From an optimization exercise on the open Yosys and OpenROAD flow, aimed at small area; shortcuts taken in it are not production practice. The RTL was checked by simulation tests, not by an equivalence proof against the original design. Power and IR drop assume default switching activity.

==> inputs of pepper <==
## generic_arbiter_full
module generic_arbiter_full(busreq,hlock,hclk,hreset,hmaster_lock,hgrant,hready,hwdata,data_out,haddr,addr_out,hburst,htrans,htrans_out,hburst_out,hmaster);
	input [71:0] hwdata;
	input [71:0] haddr;
	input [26:0] hburst;
	input [17:0] htrans;
	input hclk;
	input hreset;
	input hready;
	input [8:0] busreq;
	input [8:0] hlock;
	output reg [2:0] hburst_out;
	output reg [1:0] htrans_out;
	output reg hmaster_lock;
	output reg [3:0] hgrant;
	output reg [7:0] data_out;
	output reg [7:0] addr_out;
	output reg [3:0] hmaster;
	function automatic [12:0] fld(input [3:0] m);
		reg [2:0] b; reg [1:0] t; reg [7:0] a;
		begin
			b = m[3] ? hburst[26:24] : hburst[3*m[2:0] +: 3];
			t = m[3] ? htrans[17:16] : htrans[2*m[2:0] +: 2];
			a = m[3] ? haddr[71:64]  : haddr[8*m[2:0] +: 8];
			fld = {b, t, a};
		end
	endfunction
	function automatic [7:0] wd(input [3:0] m);
		wd = m[3] ? hwdata[71:64] : hwdata[8*m[2:0] +: 8];
	endfunction
	reg [3:0] w_hgrant;
	reg w_hlock;
	integer j;
	always @(*) begin
		w_hgrant = 4'd8;
		w_hlock = 1'b0;
		for (j = 8; j >= 0; j = j - 1)
			if (busreq[j]) begin
				w_hgrant = j;
				w_hlock = hlock[j];
			end
	end
	reg hlock3;
	reg hlock_c;
	wire hlock_g = hgrant[3] ? hlock[8] : hlock[hgrant[2:0]];
	wire hlock_bus = hmaster_lock ? hlock_g : hlock3;
	wire [3:0] grant_nx = !hreset ? 4'd0 : (hmaster_lock ? hgrant : w_hgrant);
	wire [3:0] master_nx = !hreset ? 4'd0 : (hready ? hgrant : hmaster);
	always @(posedge hclk) begin
		hgrant <= grant_nx;
		hmaster <= master_nx;
		if (!hreset) begin
			hlock3 <= 1'b0;
			hlock_c <= 1'b0;
		end else begin
			if (!hmaster_lock) hlock3 <= w_hlock;
			if (hready) hlock_c <= hlock_bus;
		end
	end
	reg [12:0] f1g, f1z, f2z;
	always @(posedge hclk) begin
  ...
==> module generic_arbiter_full, before the edit <==
module generic_arbiter_full(busreq,hlock,hclk,hreset,hmaster_lock,hgrant,hready,hwdata,data_out,haddr,addr_out,hburst,htrans,htrans_out,hburst_out,hmaster);
	input [71:0] hwdata;
	input [71:0] haddr;
	input [26:0] hburst;
	input [17:0] htrans;
	input hclk;
	input hreset;
	input hready;
	input [8:0] busreq;
	input [8:0] hlock;
	output reg [2:0] hburst_out;
	output reg [1:0] htrans_out;
	output reg hmaster_lock;
	output reg [3:0] hgrant;
	output reg [7:0] data_out;
	output reg [7:0] addr_out;
	output reg [3:0] hmaster;
	function automatic [12:0] fld(input [3:0] m);
		reg [2:0] b; reg [1:0] t; reg [7:0] a;
		begin
			b = m[3] ? hburst[26:24] : hburst[3*m[2:0] +: 3];
			t = m[3] ? htrans[17:16] : htrans[2*m[2:0] +: 2];
			a = m[3] ? haddr[71:64]  : haddr[8*m[2:0] +: 8];
			fld = {b, t, a};
		end
	endfunction
	function automatic [7:0] wd(input [3:0] m);
		wd = m[3] ? hwdata[71:64] : hwdata[8*m[2:0] +: 8];
	endfunction
	reg [3:0] w_hgrant;
	reg w_hlock;
	integer j;
	always @(*) begin
		w_hgrant = 4'd8;
		w_hlock = 1'b0;
		for (j = 8; j >= 0; j = j - 1)
			if (busreq[j]) begin
				w_hgrant = j;
				w_hlock = hlock[j];
			end
	end
	reg hlock3;
	reg hlock_c;
	wire hlock_g = hgrant[3] ? hlock[8] : hlock[hgrant[2:0]];
	wire hlock_bus = hmaster_lock ? hlock_g : hlock3;
	wire [3:0] grant_nx = !hreset ? 4'd0 : (hmaster_lock ? hgrant : w_hgrant);
	wire [3:0] master_nx = !hreset ? 4'd0 : (hready ? hgrant : hmaster);
	always @(posedge hclk) begin
		hgrant <= grant_nx;
		hmaster <= master_nx;
		if (!hreset) begin
			hlock3 <= 1'b0;
			hlock_c <= 1'b0;
		end else begin
			if (!hmaster_lock) hlock3 <= w_hlock;
			if (hready) hlock_c <= hlock_bus;
		end
	end
	reg [12:0] f1g, f1z, f2z;
	always @(posedge hclk) begin
		f1g <= fld(grant_nx);
		f1z <= fld(4'd0);
		if (hready) f2z <= f1z;
		if (hready) {hburst_out, htrans_out, addr_out} <= hreset ? f1g : f1z;
		else if (!hreset) {hburst_out, htrans_out, addr_out} <= f2z;
	end
	reg [7:0] d1g, d1m, d1z, d2m, d2z;
	always @(posedge hclk) begin
		d1g <= wd(grant_nx);
		d1m <= wd(master_nx);
		d1z <= wd(4'd0);
		if (hready) begin
			d2z <= d1z;
			d2m <= hreset ? d1g : d1z;
			data_out <= d1m;
		end else begin
			if (!hreset) d2m <= d2z;
			data_out <= d2m;
		end
	end
	reg [4:0] rem;
	reg [4:0] rem1, rem2;
	reg lock1, lock2;
	always @(*) begin
		rem1 = rem;
		lock1 = hmaster_lock;
		if (rem == 5'd0) begin
			case (hburst_out[2:1])
				2'b00: lock1 = hlock_c;
				2'b01: begin rem1 = 5'd4; lock1 = 1'b1; end
				2'b10: begin rem1 = 5'd8; lock1 = 1'b1; end
				2'b11: begin rem1 = 5'd16; lock1 = 1'b1; end
			endcase
		end
		rem2 = rem1;
		lock2 = lock1;
		if (!htrans_out[1]) begin
			if (rem1 >= 5'd3) rem2 = rem1 - 5'd1;
			else if (rem1 == 5'd2) begin rem2 = 5'd1; lock2 = hlock_c; end
			else begin rem2 = 5'd0; lock2 = hlock_c; end
		end
	end
	always @(posedge hclk) begin
		if (!hreset) begin
			hmaster_lock <= 1'b0;
			rem <= 5'd0;
		end else begin
			hmaster_lock <= lock2;
			rem <= rem2;
		end
	end
endmodule
==> flow/config.mk <==
export PLATFORM = sky130hd
export DESIGN_NAME = generic_arbiter_full
export DESIGN_NICKNAME = generic_arbiter_full
export VERILOG_FILES = /design/flow/design.v
export SDC_FILE = /design/flow/constraint.sdc
export NUM_CORES = 4
export LEC_CHECK = 0
export CAP_MARGIN = 20
export CORE_MARGIN = 2
export CORE_UTILIZATION = 40
export PLACE_DENSITY = 0.6
export SLEW_MARGIN = 20
==> flow/constraint.sdc <==
create_clock -name core_clock -period 5.0 [get_ports {hclk}]
set_input_delay 1.0000 -clock core_clock [delete_from_list [all_inputs] [get_ports {hclk}]]
set_output_delay 1.0000 -clock core_clock [all_outputs]
set_load 0.01 [all_outputs]
run.sh (not shown) runs the stock make flow with config.mk's settings and CLKGATE_MAP_FILE= SYNTH_SCRIPT=/design/flow/synth_recipe.tcl, a recipe that flattens the netlist after the stock synthesis.
==> tundra (differences from pepper) <==
--- a/flow/config.mk
+++ b/flow/config.mk
@@ -7,6 +7,6 @@
 export LEC_CHECK = 0
 export CAP_MARGIN = 20
 export CORE_MARGIN = 2
-export CORE_UTILIZATION = 40
-export PLACE_DENSITY = 0.6
+export CORE_UTILIZATION = 70
+export PLACE_DENSITY = 0.8
 export SLEW_MARGIN = 20
==> xenon (differences from pepper) <==
--- a/flow/design.v
+++ b/flow/design.v
@@ -8,34 +8,28 @@
 	input hready;
 	input [8:0] busreq;
 	input [8:0] hlock;
-	output reg [2:0] hburst_out;
-	output reg [1:0] htrans_out;
+	output [2:0] hburst_out;
+	output [1:0] htrans_out;
 	output reg hmaster_lock;
 	output reg [3:0] hgrant;
 	output reg [7:0] data_out;
-	output reg [7:0] addr_out;
+	output [7:0] addr_out;
 	output reg [3:0] hmaster;
-	function automatic [12:0] fld(input [3:0] m);
-		reg [2:0] b; reg [1:0] t; reg [7:0] a;
-		begin
-			b = m[3] ? hburst[26:24] : hburst[3*m[2:0] +: 3];
-			t = m[3] ? htrans[17:16] : htrans[2*m[2:0] +: 2];
-			a = m[3] ? haddr[71:64]  : haddr[8*m[2:0] +: 8];
-			fld = {b, t, a};
-		end
-	endfunction
-	function automatic [7:0] wd(input [3:0] m);
-		wd = m[3] ? hwdata[71:64] : hwdata[8*m[2:0] +: 8];
+	function automatic [8:0] dec(input [3:0] m);
+		dec = m[3] ? 9'h100 : {1'b0, 8'd1 << m[2:0]};
 	endfunction
 	reg [3:0] w_hgrant;
+	reg [8:0] w_oh;
 	reg w_hlock;
 	integer j;
 	always @(*) begin
 		w_hgrant = 4'd8;
+		w_oh = 9'h100;
 		w_hlock = 1'b0;
 		for (j = 8; j >= 0; j = j - 1)
 			if (busreq[j]) begin
 				w_hgrant = j;
+				w_oh = 9'd1 << j;
 				w_hlock = hlock[j];
 			end
 	end
@@ -45,6 +39,9 @@
 	wire hlock_bus = hmaster_lock ? hlock_g : hlock3;
 	wire [3:0] grant_nx = !hreset ? 4'd0 : (hmaster_lock ? hgrant : w_hgrant);
 	wire [3:0] master_nx = !hreset ? 4'd0 : (hready ? hgrant : hmaster);
+	wire [8:0] grant_oh = !hreset ? 9'd1 : (hmaster_lock ? dec(hgrant) : w_oh);
+	wire [8:0] master_oh = !hreset ? 9'd1 : dec(hready ? hgrant : hmaster);
+	wire hm0 = (hmaster == 4'd0);
 	always @(posedge hclk) begin
 		hgrant <= grant_nx;
 		hmaster <= master_nx;
@@ -56,26 +53,37 @@
 			if (hready) hlock_c <= hlock_bus;
 		end
 	end
-	reg [12:0] f1g, f1z, f2z;
+	wire [116:0] fields;
+	genvar gk;
+	generate for (gk = 0; gk < 9; gk = gk + 1) begin : g_fld
+		assign fields[13*gk +: 13] = {hburst[3*gk +: 3], htrans[2*gk +: 2], haddr[8*gk +: 8]};
+	end endgenerate
+	wire [12:0] f1g_d;
+	wire [7:0] d1g_d, d1m_d;
+	arb_ohmux #(.W(13)) u_fmux (.oh(grant_oh), .x(fields), .y(f1g_d));
+	arb_ohmux #(.W(8)) u_dgmux (.oh(grant_oh), .x(hwdata), .y(d1g_d));
+	arb_ohmux #(.W(8)) u_dmmux (.oh(master_oh), .x(hwdata), .y(d1m_d));
+	reg [12:0] f1g, f1z, f2s, f2z;
 	always @(posedge hclk) begin
-		f1g <= fld(grant_nx);
-		f1z <= fld(4'd0);
-		if (hready) f2z <= f1z;
-		if (hready) {hburst_out, htrans_out, addr_out} <= hreset ? f1g : f1z;
-		else if (!hreset) {hburst_out, htrans_out, addr_out} <= f2z;
+		f1g <= f1g_d;
+		f1z <= fields[12:0];
+		if (hready) begin
+			f2s <= f1g;
+			f2z <= f1z;
+		end
 	end
-	reg [7:0] d1g, d1m, d1z, d2m, d2z;
+	assign {hburst_out, htrans_out, addr_out} = hm0 ? f2z : f2s;
+	reg [7:0] d1g, d1m, d1z, d2s, d2z;
 	always @(posedge hclk) begin
-		d1g <= wd(grant_nx);
-		d1m <= wd(master_nx);
-		d1z <= wd(4'd0);
+		d1g <= d1g_d;
+		d1m <= d1m_d;
+		d1z <= hwdata[7:0];
 		if (hready) begin
+			d2s <= d1g;
 			d2z <= d1z;
-			d2m <= hreset ? d1g : d1z;
 			data_out <= d1m;
 		end else begin
-			if (!hreset) d2m <= d2z;
-			data_out <= d2m;
+			data_out <= hm0 ? d2z : d2s;
 		end
 	end
 	reg [4:0] rem;
@@ -110,3 +118,16 @@
 		end
 	end
 endmodule
+module arb_ohmux #(parameter W = 8) (input [8:0] oh, input [9*W-1:0] x, output [W-1:0] y);
+	genvar b;
+	generate for (b = 0; b < W; b = b + 1) begin : g_bit
+		wire [2:0] n;
+		arb_aoi222 u0 (.a(oh[2:0]), .b({x[2*W+b], x[W+b], x[b]}), .y(n[0]));
+		arb_aoi222 u1 (.a(oh[5:3]), .b({x[5*W+b], x[4*W+b], x[3*W+b]}), .y(n[1]));
+		arb_aoi222 u2 (.a(oh[8:6]), .b({x[8*W+b], x[7*W+b], x[6*W+b]}), .y(n[2]));
+		assign y[b] = ~&n;
+	end endgenerate
+endmodule
+module arb_aoi222 (input [2:0] a, input [2:0] b, output y);
+	assign y = ~|(a & b);
+endmodule
==> flow/flow/run.sh (new file) <==
#!/bin/bash
# Standard ORFS layout (the standard.sh, standard synthesis unchanged) with two
# changes: the port buffers are the smallest buffer (buf_1) instead of the default
# pick, and CTS inserts no dummy loads. Each tool's output goes to orfs/logs and
# the whole make output to flow_make.log here.
set -euo pipefail
export BUFFER_PORTS_ARGS="-buffer_cell sky130_fd_sc_hd__buf_1"
export CTS_ARGS="-sink_clustering_enable -repair_clock_nets -dont_use_dummy_load"
bash standard.sh finish > flow_make.log 2>&1
==> flow/standard.sh (new file) <==
#!/bin/bash
# synth_recipe.tcl (not shown) runs the flow's synth.tcl, then flattens the netlist and writes it again
# the make line also repeats each setting of config.mk as NAME=value (left out here)
make -C /OpenROAD-flow-scripts/flow DESIGN_CONFIG=/design/flow/config.mk WORK_HOME=/design/flow/orfs CLKGATE_MAP_FILE= SYNTH_SCRIPT=/design/flow/synth_recipe.tcl "${@:-finish}"
--- a/flow/config.mk
+++ b/flow/config.mk
@@ -7,6 +7,8 @@
 export LEC_CHECK = 0
 export CAP_MARGIN = 20
 export CORE_MARGIN = 2
-export CORE_UTILIZATION = 40
-export PLACE_DENSITY = 0.6
+export CORE_UTILIZATION = 50
+export PLACE_DENSITY = 0.7
 export SLEW_MARGIN = 20
+export SYNTH_HIERARCHICAL = 1
+export SYNTH_MINIMUM_KEEP_SIZE = 0
removed: flow/run.sh
==> notes <==
tundra did not get past global placement (3_3_place_gp) with GPL-0301. pepper went through all stages and came out clean. xenon produced a clean layout.
The first-iteration DRC count of xenon is 3.6 times that of pepper.
Against pepper, the worst hold slack of xenon is worse by 35 ps.
In xenon the clock skew is higher than in pepper, by 6.7 ps.
In pepper the routed wire length is larger than in xenon, by 17%.
Combinational power: xenon is smaller than pepper (about 33%).
Against xenon, the via count of pepper is larger by 8.4%.
Between xenon and pepper, the lower global-route usage is in pepper (gap 7.3 points).
Worst setup slack: pepper is worse than xenon (520 ps).

-- separate check: timing with driven ports --
In the flow no input, the clock included, has a driving cell. The finished layouts below were timed again as built, in two steps.
Step 1 sets driving cells, clkbuf_16 on the clock port and buf_2 on the other inputs (assumed; they add their load-dependent delay and slew).
Step 2 adds t to the input delays and takes it off the output delays; t is the mean of the earliest and latest rising clock arrival at the registers after step 1. Input paths then give back, and output paths get back, about the clock's delay inside the block.
Three values: ideal ports, drivers, drivers and shift; two values: the first two.
run | shift t [ns] | slack for setup (ns) | worst register clock-pin slew, ns
pepper | 0.458 | 1.191 / 1.207 / 0.750 | 0.06 / 0.06
xenon | 0.543 | 1.714 / 1.680 / 1.364 | 0.05 / 0.05
After both steps setup and hold are still met in every run listed. For pepper, which loses most, drivers alone change the setup slack by +0.016 ns; drivers and shift together by -0.441 ns.
